Context: an optimization exercise on an open-source flow, tuned for small area and a short achievable clock period. The choices shown serve that exercise and are no tape-out recipe. No run shown here included a check of the RTL's function; only the layout flow was run.

==> flow/design.v (outline; a module is shown in full before it is edited, if it fits) <==
// module iir: 1074 lines
module iir(
    input clk,
    input rst_n,
    input [31:0] x,
    output reg [31:0] y
    );
  // ...
==> flow/flow/run.sh <==
#!/bin/bash
# Layout flow: the standard ORFS flow (standard.sh), with two changes:
#  1. the combinational logic of the standard synthesis is replaced by the
#     gate-level netlist that gen2.py writes from the same description as
#     rtl/iir.v (same registers, same names and cell types; checked by
#     swap_netlist.py, and the standard netlist is kept if they differ);
#  2. the port buffers are buf_1 cells instead of the default.
set -euo pipefail
export BUFFER_PORTS_ARGS="-buffer_cell sky130_fd_sc_hd__buf_1"
R=orfs/results/sky130hd/iir/base
bash standard.sh synth > standard_synth.log 2>&1
python3 flow/gen2.py --ytree fast42 --fap mix --net custom_netlist.v > gen2.log 2>&1
if python3 flow/swap_netlist.py $R/1_2_yosys.v custom_netlist.v > swap_netlist.log 2>&1; then
  cp $R/1_2_yosys.v standard_1_2_yosys.v
  cp custom_netlist.v $R/1_2_yosys.v
  touch $R/1_2_yosys.v
  rm -f $R/1_synth.odb $R/1_synth.sdc
fi
bash standard.sh finish > standard_finish.log 2>&1
==> flow/flow/swap_netlist.py <==
#!/usr/bin/env python3
"""Check that a hand-built netlist keeps the standard synthesis's registers
(same instance names and cell types) and ports; exit 1 if not.
usage: swap_netlist.py STANDARD.v CUSTOM.v"""
import re, sys

def info(path):
    t = open(path).read()
    ffs = {}
    for cell, name in re.findall(r'\b(sky130_fd_sc_hd__df\w+)\s+(\\\S+|\S+)\s*\(', t):
        ffs[name.lstrip('\\')] = cell
    m = re.search(r'module\s+iir\s*\((.*?)\);', t, re.S)
    ports = sorted(p.strip() for p in m.group(1).split(','))
    decl = sorted(re.findall(r'^\s*(input|output)\s+(\[[^\]]*\])?\s*(\w+);', t, re.M))
    return ffs, ports, decl

a = info(sys.argv[1])
b = info(sys.argv[2])
ok = True
if a[0] != b[0]:
    ok = False
    print('registers differ:')
    for k in sorted(set(a[0]) | set(b[0])):
        if a[0].get(k) != b[0].get(k):
            print('  ', k, a[0].get(k), b[0].get(k))
if a[1] != b[1] or a[2] != b[2]:
    ok = False
    print('ports differ:', a[1:], b[1:])
print('registers:', len(a[0]), 'match' if ok else 'MISMATCH')
sys.exit(0 if ok else 1)
==> flow/standard.sh <==
#!/bin/bash
# synth_recipe.tcl (not shown) runs the flow's synth.tcl, then flattens the netlist and writes it again
# the make line also repeats each setting of config.mk as NAME=value (left out here)
make -C /OpenROAD-flow-scripts/flow DESIGN_CONFIG=/design/flow/config.mk WORK_HOME=/design/flow/orfs CLKGATE_MAP_FILE= SYNTH_SCRIPT=/design/flow/synth_recipe.tcl "${@:-finish}"
==> flow/config.mk <==
export PLATFORM = sky130hd
export DESIGN_NAME = iir
export DESIGN_NICKNAME = iir
export VERILOG_FILES = /design/flow/design.v
export SDC_FILE = /design/flow/constraint.sdc
export NUM_CORES = 4
export LEC_CHECK = 0
export CAP_MARGIN = 20
export CORE_MARGIN = 2
export CORE_UTILIZATION = 70
export CTS_BUF_LIST = sky130_fd_sc_hd__clkbuf_4 sky130_fd_sc_hd__clkbuf_8
export SETUP_SLACK_MARGIN = 4
export SLEW_MARGIN = 20
==> flow/constraint.sdc <==
create_clock -name core_clock -period 7.5 [get_ports {clk}]
set_input_delay 1.5000 -clock core_clock [delete_from_list [all_inputs] [get_ports {clk}]]
set_output_delay 1.5000 -clock core_clock [all_outputs]
set_load 0.01 [all_outputs]
Not shown: flow/flow/gen2.py
==> impl_metrics.yaml, run 1 <==
global_route:
  grt_pass1_vias: 6653
  grt_first_pass_wirelength_microns: 29900
  use_met1_pct: 34.4
  grt_use_total_pct: 28.2
die:
  ios: 66
  coreArea_sq_um: 12100
  die_y_microns: 116
timing:
  drv_slew: 0
  setup_slack_ns: 4.08
  tns_ns: 0
logic_synthesis:
  synthCells: 1108
layout:
  largest_cell_class: "multi-input gates"
  multi_input_area_share_pct: 62.6
  nNetsFinal: 1254
  clock_area_share_pct: 2.38
  buf_share_pct: 3.62
clock_network:
  cts_tree: "built"
  cts-root-buf: "clkbuf_8"
  clkTransAtPathRegs_ns: 0.10
place:
  dp.cells: 1343
  preCtsSetupSlack_ns: 3.21
route:
  num_vias: 7090
  vias_per_cell: 5.20
worst_hold_path:
  hold_depth: 0
  whs_endpoint: "y[0]"
  hold_start: "p[0]"
  holdCritPathClass: "reg -> reg"
worst_setup_path:
  critPathCapture: "p[26]"
  end_kind: "flop"
  cp_max_fo: 12
  r2r_cells: 12
  crit_path_start: "x[8]"
  cp_slowest_stage_delay_ns: 0.52
run_status:
  status: "finished clean"
==> inputs of run 2 (changes only) <==
--- a/flow/flow/run.sh
+++ b/flow/flow/run.sh
@@ -8,3 +8,4 @@
 set -euo pipefail
-export BUFFER_PORTS_ARGS="-buffer_cell sky130_fd_sc_hd__buf_1"
+export BUFFER_PORTS_ARGS="-inputs -buffer_cell sky130_fd_sc_hd__buf_4"
+export PRE_GLOBAL_PLACE_TCL="$PWD/flow/buffer_outputs.tcl"
 R=orfs/results/sky130hd/iir/base
==> flow/flow/buffer_outputs.tcl (new file) <==
# Runs just before ORFS's buffer_ports (which buffers the inputs, see run.sh):
# give every output port a buf_1 buffer.
buffer_ports -outputs -buffer_cell sky130_fd_sc_hd__buf_1
--- a/flow/flow/gen2.py
+++ b/flow/flow/gen2.py
@@ -36,3 +36,7 @@
 # gates, with the inputs x entering last
-ap.add_argument('--ytree', default='wallace', choices=['wallace', 'fast42'])
+ap.add_argument('--polmode', type=int, default=0)
+# prefix tree of the carry-propagate adders: Sklansky, Kogge-Stone, Han-Carlson
+ap.add_argument('--prefix', default='sk', choices=['sk', 'ks', 'hc'])
+ap.add_argument('--prefixy', choices=['sk', 'ks', 'hc'])   # for y' only
+ap.add_argument('--ytree', default='wallace', choices=['wallace', 'fast42', 'pre'])
 args = ap.parse_args()
@@ -181,3 +185,3 @@
         extra = sum(1 for sp in sigs if sp[1] != pol and sp[0] not in inv_cache)
-        key = (round(late, 3), extra)
+        key = (extra, round(late, 3)) if args.polmode == 1 else (round(late, 3), extra)
         if best is None or key < best[0]:
@@ -186,2 +190,11 @@
     T = pand(Ti, Tj, pol) if needT else None
+    if isc(Gi) and val(Gi) == 1:
+        return (1, 0), T
+    if isc(Gj) and val(Gj) == 1:
+        Gj = Ti
+        Ti = (1, 0)
+        if isc(Gj) and val(Gj) == 0:
+            return Gi, T
+        if isc(Gi) and val(Gi) == 0:
+            return Gj, T
     if isc(Gj) and val(Gj) == 0:
@@ -202,4 +215,6 @@
 
-def cpa(A, B):
-    """A + B mod 2^W with a Sklansky prefix tree. Returns W sum nets."""
+def cpa(A, B, carry2=False, prefix=None):
+    """A + B mod 2^W with a Sklansky prefix tree. Returns W sum nets. With
+    carry2, A + B + 4, where bits 0 and 1 of B are 0 (the carry into bit 2 is
+    forced to 1)."""
     G, T, P = [], [], []
@@ -217,23 +232,39 @@
             P.append(gate('XOR2', [a, b], prefix='pp'))
+    if carry2:
+        assert B[0] == 0 and B[1] == 0
+        G[1] = (1, 0)
+        T[1] = (0, 0)
+    prefix = prefix or args.prefix
     start = list(range(W))    # group start of each node
+    levels = []
     d = 1
     while d < W:
+        levels.append(d)
+        d *= 2
+    if prefix == 'hc':
+        levels.append(0)       # final level for the even bits
+    for d in levels:
         nG, nT, ns = list(G), list(T), list(start)
         for i in range(W - 1):
-            if (i // d) % 2 == 1:
-                j = (i // d) * d - 1
-                final = start[j] == 0
-                if G[i] == (0, 0) and T[i] == (0, 0):
-                    continue
-                if G[j] == (0, 0) and final:
-                    # nothing comes from below: G stays, group is final
-                    ns[i] = 0
-                    nT[i] = None
-                    continue
-                g, tt = combine(G[i], T[i], G[j], T[j] if not final else (1, 0), not final)
-                nG[i] = g
-                nT[i] = tt
-                ns[i] = start[j]
+            if start[i] == 0:
+                continue
+            if prefix == 'sk' and (i // d) % 2 != 1:
+                continue
+            if prefix == 'hc' and (i % 2 == 0) != (d == 0):
+                continue
+            j = start[i] - 1
+            final = start[j] == 0
+            if G[i] == (0, 0) and T[i] == (0, 0):
+                continue
+            if G[j] == (0, 0) and final:
+                # nothing comes from below: G stays, group is final
+                ns[i] = 0
+                nT[i] = None
+                continue
+            g, tt = combine(G[i], T[i], G[j], T[j] if not final else (1, 0), not final)
+            nG[i] = g
+            nT[i] = tt
+            ns[i] = start[j]
         G, T, start = nG, nT, ns
-        d *= 2
+    assert all(start[i] == 0 for i in range(W - 1)), start
     S = []
@@ -292,3 +323,14 @@
 pcols = merge(col(X, 0), col(X1, 1), col(Y, 0), col(Y, 2, True), pconst)
-if args.ytree == 'fast42':
+if args.ytree == 'pre':
+    # r = p - 4y = p + 4*(~y) + 4 from the registers alone, with its own
+    # prefix adder; then y' = 4x + 2x + r
+    FA_MODE[0] = 'cell'
+    R = cpa(Pq, [0, 0] + [inv(Y[i]) for i in range(W - 2)], carry2=True)
+    rcols = [[R[i]] for i in range(W)]
+    ycols = merge(col(X, 2), col(X, 1), rcols)
+    FA_MODE[0] = args.fay
+    yA, yB = compress(ycols)
+    FA_MODE[0] = args.fap
+    pA, pB = compress(pcols)
+elif args.ytree == 'fast42':
     # y' = 4x + 2x + p + 4*(~y) + 4: per column i two early inputs p[i],
@@ -330,3 +372,3 @@
 FA_MODE[0] = 'cell'
-ynext = cpa(yA, yB)
+ynext = cpa(yA, yB, prefix=args.prefixy)
 pcnext = []
@@ -368,3 +410,4 @@
 def rtl():
-    o = [HEADER, 'module iir(', '    input clk,', '    input rst_n,',
+    import sys as _s
+    o = [HEADER.replace('OPTS', ' '.join(a for a in _s.argv[1:] if not a.endswith('.v') and a not in ('--rtl', '--net'))), 'module iir(', '    input clk,', '    input rst_n,',
          '    input [31:0] x,', '    output reg [31:0] y', '    );', '',
==> run 2 against run 1 <==
Net effect:
- design area decreased by 1.9%
- non-clock buffer count decreased by 34
- die area unchanged
- final cell count decreased by 2.5%
- hold slack improved by 0.0044 ns
- area after synthesis unchanged
- sequential share of layout area increased by 0.49 points
- critical path type unchanged
- largest cell class unchanged
==> impl_metrics.yaml, run 2 <==
run_status:
  status: "finished clean"
die:
  coreArea_sq_um: 12100
  die_y_microns: 116
  ios: 66
  row_count: 40
  die_width_microns: 116
  die-area_sq_um: 13400
  start_util_pct: 72.4
worst_setup_path:
  cp_num_buf_inv: 2
  path_cells: "buf_4 -> maj3_1 -> nor2_1 -> o21ai_1 -> a21oi_1 -> o21ai_1 -> a21oi_4 -> buf_12 -> o21ai_1 -> xor2_1"
  cp_max_fo: 16
  cp_slowest_stage_delay_ns: 0.48
  critPathSlowestCell: "a21oi_1"
  start_kind: "input pin"
  crit_type: "in -> reg"
  path_common_cell: "o21ai_1"
  end_kind: "flop"
  cp_data_arrival_time_ns: 3.60
  cp.required_ns: 7.76
  critPathTopFamily: "compound AO/OA/AOI/OAI gates"
timing:
  setup_slack_ns: 4.16
  worstMarginPinSlew_ns: 0.935
  finClkSkew_ns: 0.0213
  rsz0062_at_grt: "yes"
  max_freq_ghz: 0.300
  slew_headroom_pct: 37.7
  setup-violations-final: 0
  fin_crit_ns: 3.34
  hold_viol_final: 0
  drv_slew: 0
  min_period_over_period_pct: 44.5
  tns_ns: 0
clock_network:
  clock_latency_ns: 0.39
  clkTransAtPathRegs_ns: 0.10
  cts_sinks: 95
  cts_made_buffers: 9
  cts-root-buf: "clkbuf_8"
  clockBufferDepth: 2
  cts_tree: "built"
  htreeDepth: 3
global_route:
  globalRouteOverflowTotal: 0
  grt_first_pass_wirelength_microns: 29500
  grt_use_total_pct: 27.7
  grt_pass1_vias: 6666
  antenna_found_initial: 0
  grt_max_degree: 71
layout:
  syn_to_final_growth_pct: 8.59
  n_antenna_cell: 0
  layout_common_cells: "251 x xor2_1, 133 x nor2_1, 129 x nand2_1, 123 x inv_1, 111 x a21oi_1"
  drive_above_1_share_pct: 5.42
  reg_top3: "p x32, y x32, x1 x31"
  finalInstanceArea_sq_um: 9520
  final_common_cell: "xor2_1"
  nNetsFinal: 1220
place:
  port_buffers: 65
  gp_congestion: 0.841
  preCtsSetupSlack_ns: 3.40
  postPlaceCellArea_sq_um: 9260
  dp_hpwl_microns: 13600
route:
  final_antenna_net_count: 0
  wl_per_cell_microns: 13.2
  first_pass_iters: 5
  drt-total-wl_microns: 17500
  drc: 0
  drtIter0Drc: 387
  num_vias: 6894
  vias_per_cell: 5.18
logic_synthesis:
  syn_area_sq_um: 8760
  syn_area_per_cell_sq_um: 7.91
  syn-num-nets: 1171
  synthCells: 1108
  synth_warnings: 1
worst_hold_path:
  holdCritPathClass: "reg -> reg"
job:
  maxCapViolations: 0
[run 2: stage by stage]
step / std cells / hold WS [ns] / utilization [%]
after global placement: 1311 / 0.335 / 76.5
after CTS: 1329 / 0.368 / 78.3
final: 1330 / 0.367 / 78.6
after global routing: 1330 / 0.379 / 78.6
after detailed placement: 1311 / 0.336 / 76.5
after floorplan: 1108 / 0.331 / -
[run 2: final timing paths]
check / start / to / slack [ns] / depth (start not counted)
setup / recovery: x[8] / p[22] / 4.16 / 10
hold / removal: p[0] / y[0] / 0.37 / 0
setup reg to reg: y[6] / p[22] / 4.31 / 11
hold reg to reg: p[0] / y[0] / 0.37 / 0
max in group asynchronous: rst_n / p[27] / 5.23 / 2
min in group asynchronous: rst_n / x1[6] / 1.01 / 1
[run 2: layout make-up]
type / instances / area [sq um]
Timing Repair Buffer: 38 / 310
Sequential cell: 95 / 2380
Clock buffer: 10 / 138
Clock inverter: 6 / 41.3
Tap cell: 168 / 210
Fill cell: 884 / 2590
Multi-Input combinational cell: 890 / 5980
Inverter: 123 / 462
[run 2: timing repair]
action                                  4_1_cts  5_1_grt
endpoints found under the setup margin       31       24
hold buffers                                  0        0
pin swaps                                     2        1
resized for setup                             1        7
setup buffers                                 2        1
[run 2: worst register-to-register path: cells and delay by family (launching register included)]
kind | cells | cell delay, ns
AO/OA/AOI/OAI | 5 | 1.06
adder cells (fa/ha/maj) | 2 | 0.86
flip-flops | 1 | 0.48
buffers and inverters | 2 | 0.35
AND/OR/NAND/NOR | 1 | 0.16
XOR/XNOR | 1 | 0.14
[run 2: routing by layer]
metal / vias to the layer above / global-route usage (%) / share of wire, %
met5: - / 0 / 0
met4: 0 / 8.89 / 2.0
met3: 33 / 6.12 / 4.0
li1: 3571 / - / -
met2: 115 / 48.9 / 51
met1: 3175 / 33.8 / 43

-- port drivers added, routing unchanged --
The results above use ideal ports. As a check the final layouts listed here were re-extracted and re-timed, cells and wires unchanged.
Step 1 (the two cells are an assumption about what drives the block):
set clk [get_ports {clk}]
set_driving_cell -lib_cell sky130_fd_sc_hd__clkbuf_16 $clk
set_driving_cell -lib_cell sky130_fd_sc_hd__buf_2 [delete_from_list [all_inputs] $clk]
Step 2 times the ports against the registers' clock, not the clock port: input delays grow and output delays shrink by t, the midpoint of the rising clock arrivals with the driver on.
Slacks: ideal / step 1 / step 2; pairs: ideal / step 1.
| run | shift t [ns] | setup WS [ns] | worst slew at a driven data input, ns |
|---|---|---|---|
| run 1 | 0.424 | 4.079 / 4.097 / 3.673 | 0.03 |
| run 2 | 0.420 | 4.163 / 4.179 / 3.759 | 0.04 |
After both steps every run listed still meets setup and hold. The setup slack of run 1, which loses most, moves by +0.018 ns with the drivers and by -0.406 ns with both steps.
